What follows belongs to an exercise in optimizing a design on an open flow for small area; a production flow would make more cautious choices. Only simulation tests tie the RTL to the original design; equivalence was not proved. The flow treats the clock pin as an ideal source, which a real chip does not have. Power figures rest on the tool's default switching activity, not on a simulated workload.

==> inputs of v21 <==
==> flow/design.v <==
module core#(
    parameter ADR_MSB = 15,
    parameter DAT_MSB = 15
)(
    input       wire            clk,
    input       wire            rst,
    input       wire            m_wait,
    input       wire[7:0]       m_idata,
    output      wire[7:0]       m_odata,
    output      wire[ADR_MSB:0] m_addr,
    output      wire            m_cs,
    output      wire            m_we
);
reg [15:0] dr;       
reg [15:0] ac;       
reg [15:0] ix;       
reg [15:0] lr;       
reg [15:0] pc;       
reg [5:0]  ir;       
reg        cf;       
reg st_m, st_a, st_b;
wire s_fetch  = st_b & ~st_m;
wire s_decode = st_a & ~st_b & ~st_m;
wire s_post   = st_m & ~st_b;
wire s_mem    = st_m & st_b;
wire s_hi     = st_a;
wire t        = st_a;                
wire is_ldi  = ~ir[4] & ~ir[3];      
wire is_st   = ir[4];                
wire w       = ir[2];
wire op_ld   = ~ir[5] & ~ir[4];      
wire op_alu  = ir[5] & ~ir[4] & ~ir[3];
wire op_mvx  = ir[5] & ~ir[4] &  ir[3];
wire op_jmp  = ir[5] &  ir[4] & ~ir[3];
wire op_jpc  = ir[5] &  ir[4] &  ir[3];
wire mem_op  = ~ir[5];
wire sel_pc  = ~st_m | is_ldi;
assign m_cs   = st_b;
assign m_we   = st_m & is_st;
assign m_addr = sel_pc ? pc : { ix[15:1], ix[0] | s_hi };
wire [15:0] st_src = ir[3] ? lr : ac;
assign m_odata = s_hi ? st_src[15:8] : st_src[7:0];
wire [2:0] s = ir[2:0];
wire [3:0] k;                        
assign k[0] = (s == 3'd3);                                   
assign k[1] = (s == 3'd1) | (s[1:0] == 2'd2) | (s == 3'd5);  
assign k[2] = (s == 3'd0) | (s[1:0] == 2'd2) | (s == 3'd5);  
assign k[3] = ~s[2] & ~(s[1] & ~s[0]) | (s[2] & ~s[1]);      
wire arith = ~s[2] & s[1];
wire sub   = arith & s[0];
wire ror   = &s;
wire ph1 = s_decode & op_alu;
wire ph2 = s_post & op_alu;
wire [7:0] a = ac[7:0];
wire [7:0] d = dr[7:0];
wire [8:0] nb = { 1'b0, st_m ? cf : ac[8], a[7:1] };    
wire [8:0] c;
wire [7:0] f, res;
assign c[0] = arith & (st_m ? t : s[0]);
genvar i;
generate
    for (i = 0; i < 8; i = i + 1) begin : g_alu
        assign f[i] = k[{a[i], d[i]}];
        assign c[i+1] = f[i] ? c[i] : (a[i] & arith);
        assign res[i] = f[i] ^ (c[i] | (ror & nb[i]));
    end
endgenerate
wire t_next = ror ? a[0] : c[8];
always @(posedge clk) begin
    if (rst) begin
        st_m <= (s_decode & ~mem_op) | (s_mem & ~st_a);
        st_a <= 1'b0;
        st_b <= 1'b0;
    end else if (s_mem) begin
        st_m <= m_wait | ~st_a;
        st_a <= st_a ? m_wait : (~m_wait & w);
        st_b <= m_wait | (~st_a & w);
    end else if (s_fetch) begin
        st_m <= 1'b0;
        st_a <= ~m_wait;
        st_b <= m_wait;
    end else if (s_decode) begin
        st_m <= 1'b1;
        st_a <= ~mem_op & t_next;
        st_b <= mem_op;
    end else begin                   
        st_m <= 1'b0;
        st_a <= 1'b0;
        st_b <= 1'b1;
    end
end
always @(posedge clk) begin
    if (s_fetch)
        ir <= m_idata[7:2];
end
wire ld_step = s_mem & op_ld & ~m_wait;
wire ld_last = s_post & op_ld;
wire alu_ph  = ph1 | ph2;
wire dr_hold = ~(ld_step | ld_last | alu_ph);
always @(posedge clk) begin
    if (~dr_hold)
        dr[7:0] <= dr[15:8];
    dr[15:8] <= ({8{alu_ph}} & dr[7:0]) | ({8{ld_step}} & m_idata) | ({8{dr_hold}} & dr[15:8]);
end
always @(posedge clk) begin
    if (s_decode & op_mvx)
        ix <= dr;
    if (s_decode & op_jmp & ir[0])
        lr <= pc;
end
wire zf = ~|ac;
wire take = op_jmp | (op_jpc & (ir[2] ? cf : zf));
wire ld_pc = s_decode & take;
wire inc = st_b & sel_pc & ~m_wait;
wire [16:0] pcc;
wire [15:0] pci;
assign pcc[0] = inc;
generate
    for (i = 0; i < 16; i = i + 1) begin : g_pc
        assign pci[i] = pc[i] ^ pcc[i];
        assign pcc[i+1] = pc[i] & pcc[i];
    end
endgenerate
always @(posedge clk) begin
    if (rst)
        pc <= 16'h0000;
    else if (ld_pc)
        pc <= dr;
    else
        pc <= pci;
end
always @(posedge clk) begin
    if (alu_ph) begin
        ac[7:0]  <= ac[15:8];
        ac[15:8] <= res;
    end
end
wire cf_keep = ~ph2 | (s == 3'd0);
always @(posedge clk)
    cf <= (cf_keep & cf) | (ph2 & arith & (c[8] ^ s[0])) | (ph2 & ror & t);
endmodule
==> flow/flow/run.sh <==
#!/bin/bash
# Own layout flow: the standard ORFS flow (standard.sh), with
#  - an area-oriented ABC script for the combinational logic (the registers
#    are mapped exactly as in the standard synthesis; abc does not touch them),
#  - minimum-size buffers on the ports,
#  - a one-level clock tree: the clock port drives a few clock buffers, each
#    driving the clock pins of one group of nearby registers (own_cts.tcl,
#    run just before TritonCTS, which then leaves the clock net alone),
#  - no large buffers for the resizer's repairs (the platform's dont-use
#    list plus buf_4 and up).
set -euo pipefail
DONT_USE="sky130_fd_sc_hd__probe_p_8 sky130_fd_sc_hd__probec_p_8 sky130_fd_sc_hd__lpflow_bleeder_1 sky130_fd_sc_hd__lpflow_clkbufkapwr_1 sky130_fd_sc_hd__lpflow_clkbufkapwr_16 sky130_fd_sc_hd__lpflow_clkbufkapwr_2 sky130_fd_sc_hd__lpflow_clkbufkapwr_4 sky130_fd_sc_hd__lpflow_clkbufkapwr_8 sky130_fd_sc_hd__lpflow_clkinvkapwr_1 sky130_fd_sc_hd__lpflow_clkinvkapwr_16 sky130_fd_sc_hd__lpflow_clkinvkapwr_2 sky130_fd_sc_hd__lpflow_clkinvkapwr_4 sky130_fd_sc_hd__lpflow_clkinvkapwr_8 sky130_fd_sc_hd__lpflow_decapkapwr_12 sky130_fd_sc_hd__lpflow_decapkapwr_3 sky130_fd_sc_hd__lpflow_decapkapwr_4 sky130_fd_sc_hd__lpflow_decapkapwr_6 sky130_fd_sc_hd__lpflow_decapkapwr_8 sky130_fd_sc_hd__lpflow_inputiso0n_1 sky130_fd_sc_hd__lpflow_inputiso0p_1 sky130_fd_sc_hd__lpflow_inputiso1n_1 sky130_fd_sc_hd__lpflow_inputiso1p_1 sky130_fd_sc_hd__lpflow_inputisolatch_1 sky130_fd_sc_hd__lpflow_isobufsrc_1 sky130_fd_sc_hd__lpflow_isobufsrc_16 sky130_fd_sc_hd__lpflow_isobufsrc_2 sky130_fd_sc_hd__lpflow_isobufsrc_4 sky130_fd_sc_hd__lpflow_isobufsrc_8 sky130_fd_sc_hd__lpflow_isobufsrckapwr_16 sky130_fd_sc_hd__lpflow_lsbuf_lh_hl_isowell_tap_1 sky130_fd_sc_hd__lpflow_lsbuf_lh_hl_isowell_tap_2 sky130_fd_sc_hd__lpflow_lsbuf_lh_hl_isowell_tap_4 sky130_fd_sc_hd__lpflow_lsbuf_lh_isowell_4 sky130_fd_sc_hd__lpflow_lsbuf_lh_isowell_tap_1 sky130_fd_sc_hd__lpflow_lsbuf_lh_isowell_tap_2 sky130_fd_sc_hd__lpflow_lsbuf_lh_isowell_tap_4 sky130_fd_sc_hd__buf_4 sky130_fd_sc_hd__buf_6 sky130_fd_sc_hd__buf_8 sky130_fd_sc_hd__buf_12 sky130_fd_sc_hd__buf_16 sky130_fd_sc_hd__bufinv_16 sky130_fd_sc_hd__bufbuf_16 sky130_fd_sc_hd__bufbuf_8"
HERE=$(pwd)
cat > "$HERE/flow/own_synth.tcl" <<EOT
proc abc {args} {
  set i [lsearch \$args -script]
  set args [lreplace \$args [expr {\$i+1}] [expr {\$i+1}] $HERE/flow/area.abc]
  yosys abc {*}\$args
}
source $HERE/synth_recipe.tcl
EOT
export OWN_NCLK=4
export OWN_CLKBUF=sky130_fd_sc_hd__buf_12
bash standard.sh SYNTH_SCRIPT="$HERE/flow/own_synth.tcl" \
  BUFFER_PORTS_ARGS="-buffer_cell sky130_fd_sc_hd__buf_1" \
  DONT_USE_CELLS="$DONT_USE" \
  PRE_CTS_TCL="$HERE/flow/own_cts.tcl" \
  CTS_ARGS="-sink_clustering_enable -repair_clock_nets -buf_list $OWN_CLKBUF -dont_use_dummy_load" \
  finish > "$HERE/flow_make.log" 2>&1
==> flow/flow/area.abc <==
strash
dc2
dch -f
amap
strash
dc2
dch
amap
strash
dch
amap
topo
==> flow/flow/own_cts.tcl <==
# Clock tree: the clock port drives NCLK clock buffers, each driving the
# clock pins of one group of registers (grouped by placement with a k-means
# whose groups hold at most ceil(registers / NCLK) registers each).
set nclk [expr {[info exists ::env(OWN_NCLK)] ? $::env(OWN_NCLK) : 3}]
set bufcell [expr {[info exists ::env(OWN_CLKBUF)] ? $::env(OWN_CLKBUF) : "sky130_fd_sc_hd__clkbuf_16"}]
set block [ord::get_db_block]
set net [$block findNet clk]
set sinks {}
foreach it [$net getITerms] {
  set inst [$it getInst]
  set bb [$inst getBBox]
  set x [expr {([$bb xMin] + [$bb xMax]) / 2.0}]
  set y [expr {([$bb yMin] + [$bb yMax]) / 2.0}]
  lappend sinks [list [$inst getName] [[$it getMTerm] getName] $x $y]
}
# k-means, seeded along x
set sorted [lsort -real -index 2 $sinks]
set n [llength $sorted]
set cent {}
for {set k 0} {$k < $nclk} {incr k} {
  set s [lindex $sorted [expr {int(($k + 0.5) * $n / $nclk)}]]
  lappend cent [list [lindex $s 2] [lindex $s 3]]
}
# balanced k-means: each group takes at most ceil(n / nclk) sinks
set cap [expr {($n + $nclk - 1) / $nclk}]
for {set iter 0} {$iter < 30} {incr iter} {
  set pairs {}
  set si 0
  foreach s $sinks {
    for {set k 0} {$k < $nclk} {incr k} {
      set c [lindex $cent $k]
      lappend pairs [list [expr {abs([lindex $s 2] - [lindex $c 0]) + abs([lindex $s 3] - [lindex $c 1])}] $si $k]
    }
    incr si
  }
  set pairs [lsort -real -index 0 $pairs]
  set done {}
  set groups {}
  set cnt {}
  for {set k 0} {$k < $nclk} {incr k} { lappend groups {}; lappend cnt 0 }
  foreach p $pairs {
    set si [lindex $p 1]; set k [lindex $p 2]
    if {[dict exists $done $si]} continue
    if {[lindex $cnt $k] >= $cap} continue
    dict set done $si 1
    lset cnt $k [expr {[lindex $cnt $k] + 1}]
    lset groups $k [concat [lindex $groups $k] [list [lindex $sinks $si]]]
  }
  set cent {}
  foreach g $groups {
    set sx 0; set sy 0
    foreach s $g { set sx [expr {$sx + [lindex $s 2]}]; set sy [expr {$sy + [lindex $s 3]}] }
    set m [llength $g]
    if {$m == 0} { set m 1 }
    lappend cent [list [expr {$sx / $m}] [expr {$sy / $m}]]
  }
}
set dbu [$block getDbUnitsPerMicron]
for {set k 0} {$k < $nclk} {incr k} {
  set g [lindex $groups $k]
  if {[llength $g] == 0} continue
  set pins {}
  foreach s $g { lappend pins [get_pins "[lindex $s 0]/[lindex $s 1]"] }
  set c [lindex $cent $k]
  set lx [expr {[lindex $c 0] / $dbu}]
  set ly [expr {[lindex $c 1] / $dbu}]
  puts "clock group $k: [llength $g] sinks, buffer at $lx $ly"
  insert_buffer -buffer_cell $bufcell -net clk -load_pins $pins -location [list $lx $ly] -buffer_name clkbuf_g$k -net_name clknet_g$k
}
==> flow/flow/own_synth.tcl <==
proc abc {args} {
  set i [lsearch $args -script]
  set args [lreplace $args [expr {$i+1}] [expr {$i+1}] /design/flow/flow/area.abc]
  yosys abc {*}$args
}
source /design/flow/synth_recipe.tcl
==> flow/standard.sh <==
#!/bin/bash
# synth_recipe.tcl (not shown) runs the flow's synth.tcl, then flattens the netlist and writes it again
# the make line also repeats each setting of config.mk as NAME=value (left out here)
make -C /OpenROAD-flow-scripts/flow DESIGN_CONFIG=/design/flow/config.mk WORK_HOME=/design/flow/orfs CLKGATE_MAP_FILE= SYNTH_SCRIPT=/design/flow/synth_recipe.tcl "${@:-finish}"
==> flow/config.mk <==
export PLATFORM = sky130hd
export DESIGN_NAME = core
export DESIGN_NICKNAME = core
export VERILOG_FILES = /design/flow/design.v
export SDC_FILE = /design/flow/constraint.sdc
export NUM_CORES = 4
export LEC_CHECK = 0
export ABC_AREA = 1
export CAP_MARGIN = 0
export CORE_ASPECT_RATIO = 2.0
export CORE_MARGIN = 2
export CORE_UTILIZATION = 75
export SETUP_SLACK_MARGIN = 0.1
export SLEW_MARGIN = 0
==> flow/constraint.sdc <==
create_clock -name core_clock -period 5.0 [get_ports {clk}]
set_input_delay 1.0000 -clock core_clock [delete_from_list [all_inputs] [get_ports {clk}]]
set_output_delay 1.0000 -clock core_clock [all_outputs]
set_load 0.01 [all_outputs]
==> v19: changes against v21 <==
==> flow/flow/run.sh (replaced) <==
#!/bin/bash
# Own layout flow: the standard ORFS flow (standard.sh), with
#  - an area-oriented ABC script for the combinational logic (the registers
#    are mapped exactly as in the standard synthesis; abc does not touch them),
#  - minimum-size buffers on the ports,
#  - a one-level clock tree: the clock port drives a few clock buffers, each
#    driving the clock pins of one group of nearby registers (own_cts.tcl,
#    run just before TritonCTS, which then leaves the clock net alone).
set -euo pipefail
HERE=$(pwd)
cat > "$HERE/flow/own_synth.tcl" <<EOT
proc abc {args} {
  set i [lsearch \$args -script]
  set args [lreplace \$args [expr {\$i+1}] [expr {\$i+1}] $HERE/flow/area.abc]
  yosys abc {*}\$args
}
source $HERE/synth_recipe.tcl
EOT
export OWN_NCLK=3
export OWN_CLKBUF=sky130_fd_sc_hd__clkbuf_16
bash standard.sh SYNTH_SCRIPT="$HERE/flow/own_synth.tcl" \
  BUFFER_PORTS_ARGS="-buffer_cell sky130_fd_sc_hd__buf_1" \
  PRE_CTS_TCL="$HERE/flow/own_cts.tcl" \
  CTS_ARGS="-sink_clustering_enable -repair_clock_nets -buf_list sky130_fd_sc_hd__clkbuf_16 -dont_use_dummy_load" \
  finish > "$HERE/flow_make.log" 2>&1
--- a/flow/flow/own_cts.tcl
+++ b/flow/flow/own_cts.tcl
@@ -1,6 +1,5 @@
 # Clock tree: the clock port drives NCLK clock buffers, each driving the
-# clock pins of one group of registers (grouped by placement with a k-means
-# whose groups hold at most ceil(registers / NCLK) registers each).
+# clock pins of one group of registers (grouped by placement, k-means).
 set nclk [expr {[info exists ::env(OWN_NCLK)] ? $::env(OWN_NCLK) : 3}]
 set bufcell [expr {[info exists ::env(OWN_CLKBUF)] ? $::env(OWN_CLKBUF) : "sky130_fd_sc_hd__clkbuf_16"}]
 set block [ord::get_db_block]
@@ -21,30 +20,17 @@
   set s [lindex $sorted [expr {int(($k + 0.5) * $n / $nclk)}]]
   lappend cent [list [lindex $s 2] [lindex $s 3]]
 }
-# balanced k-means: each group takes at most ceil(n / nclk) sinks
-set cap [expr {($n + $nclk - 1) / $nclk}]
-for {set iter 0} {$iter < 30} {incr iter} {
-  set pairs {}
-  set si 0
+for {set iter 0} {$iter < 50} {incr iter} {
+  set groups {}
+  for {set k 0} {$k < $nclk} {incr k} { lappend groups {} }
   foreach s $sinks {
+    set best 0; set bd 1e30
     for {set k 0} {$k < $nclk} {incr k} {
       set c [lindex $cent $k]
-      lappend pairs [list [expr {abs([lindex $s 2] - [lindex $c 0]) + abs([lindex $s 3] - [lindex $c 1])}] $si $k]
+      set d [expr {abs([lindex $s 2] - [lindex $c 0]) + abs([lindex $s 3] - [lindex $c 1])}]
+      if {$d < $bd} { set bd $d; set best $k }
     }
-    incr si
-  }
-  set pairs [lsort -real -index 0 $pairs]
-  set done {}
-  set groups {}
-  set cnt {}
-  for {set k 0} {$k < $nclk} {incr k} { lappend groups {}; lappend cnt 0 }
-  foreach p $pairs {
-    set si [lindex $p 1]; set k [lindex $p 2]
-    if {[dict exists $done $si]} continue
-    if {[lindex $cnt $k] >= $cap} continue
-    dict set done $si 1
-    lset cnt $k [expr {[lindex $cnt $k] + 1}]
-    lset groups $k [concat [lindex $groups $k] [list [lindex $sinks $si]]]
+    lset groups $best [concat [lindex $groups $best] [list $s]]
   }
   set cent {}
   foreach g $groups {
- CAP_MARGIN: 0 -> 20
- CORE_ASPECT_RATIO: 2.0 -> not set
- CORE_UTILIZATION: 75 -> 70
- SLEW_MARGIN: 0 -> 20
==> v24: changes against v21 <==
- CORE_ASPECT_RATIO: 2.0 -> not set
==> v35: changes against v21 <==
==> flow/flow/run.sh (replaced) <==
#!/bin/bash
# Own layout flow: the standard ORFS flow (standard.sh), with
#  - an area-oriented ABC script for the combinational logic (the registers
#    are mapped exactly as in the standard synthesis; abc does not touch them),
#  - minimum-size buffers on the ports,
#  - a clock tree without dummy loads.
set -euo pipefail
HERE=$(pwd)
cat > "$HERE/flow/own_synth.tcl" <<EOT
proc abc {args} {
  set i [lsearch \$args -script]
  set args [lreplace \$args [expr {\$i+1}] [expr {\$i+1}] $HERE/flow/area.abc]
  yosys abc {*}\$args
}
source $HERE/synth_recipe.tcl
EOT
bash standard.sh SYNTH_SCRIPT="$HERE/flow/own_synth.tcl" \
  BUFFER_PORTS_ARGS="-buffer_cell sky130_fd_sc_hd__buf_1" \
  CTS_ARGS="-buf_list sky130_fd_sc_hd__clkbuf_16 -root_buf sky130_fd_sc_hd__clkbuf_16 -sink_clustering_enable -sink_clustering_size 90 -sink_clustering_max_diameter 1000 -dont_use_dummy_load -repair_clock_nets" \
  finish > "$HERE/flow_make.log" 2>&1
- CAP_MARGIN: 0 -> 20
- CORE_ASPECT_RATIO: 2.0 -> not set
- CORE_UTILIZATION: 75 -> 70
- SLEW_MARGIN: 0 -> 20
removed: flow/flow/own_cts.tcl
==> notes <==
Via count: v19 is smaller than v24 (about 5%). v21 completed without violations. v35 completed without violations. v19 completed without violations. v24 ran to the end with no violations. Clock skew: v24 < v35 < v21 < v19. Cell area, highest first: v35, v19, v21, v24. Worst hold slack, highest first: v24, v35, v19, v21. The highest worst setup slack belongs to v19, the lowest to v35. In v19 the combinational power is higher than in v24, by about 5%. Synthesized cell count is the same in v24 and v35.
==> figures <==
| item | v21 | v24 | v35 | v19 |
|---|---|---|---|---|
| Outcome | finished clean | finished clean | finished clean | finished clean |
| Iteration-0 DRC Markers | 406 | 324 | 378 | 289 |
| Post-CTS Resized | 3 | 0 | 1 | 0 |
| Die W | 55.21 um | 76.42 um | 78.97 um | 78.97 um |
| Combined area of the multi-input logic cells | 1448 um^2 | 1419 um^2 | 1448 um^2 | 1433 um^2 |
| Slew of the pin with the lowest slew margin | 1.180 ns | 1.205 ns | 0.7278 ns | 0.7152 ns |
| Hold wc startpoint | pc[15] | pc[15] | dr[14] | pc[15] |
| Power density over the cells | 352.7 nW/um^2 | 351.8 nW/um^2 | 389.9 nW/um^2 | 340.3 nW/um^2 |
| Final nets | 432 | 428 | 440 | 433 |
| Sequential fraction of total cell area | 55.57% | 55.94% | 52.59% | 54.64% |
| Number of buffers and inverters on the critical path | 4 | 2 | 2 | 2 |
| Worst-case register-to-register setup slack | 0.43 ns | 0.36 ns | 0.32 ns | 0.44 ns |
| Switching power total | 0.4312 mW | 0.4215 mW | 0.4889 mW | 0.4114 mW |
| Wire per inst | 22.75 um | 21.98 um | 21.30 um | 20.55 um |
| First-pass GRT wire length | 16.42 mm | 16.29 mm | 16.19 mm | 15.55 mm |
| Overall global routing resource usage | 35.61% | 35.14% | 34.61% | 32.01% |

[separate check: timing with driven ports]
Ports are ideal in the flow. The routed layouts listed here were re-timed in OpenROAD. Step 1, drivers: a clkbuf_16 drives clk and a buf_2 each remaining input, both assumed. Step 2 times the ports against the registers' clock, not the clock port: input delays grow and output delays shrink by t, the midpoint of the rising clock arrivals with the driver on. a / b / c = no drivers / after step 1 / after step 2; a / b = the first two.
run	t, ns	slack for setup (ns)	worst register clock-pin slew, ns
v21	0.212	0.431 / 0.431 / 0.347	0.10 / 0.10
v19	0.231	0.438 / 0.438 / 0.438	0.12 / 0.12
v24	0.206	0.362 / 0.363 / 0.363	0.09 / 0.09
v35	0.359	0.324 / 0.324 / 0.324	0.06 / 0.06
After both steps every run listed still meets setup and hold. For v21, which loses most, drivers alone change the setup slack by 0.000 ns; drivers and shift together by -0.084 ns.
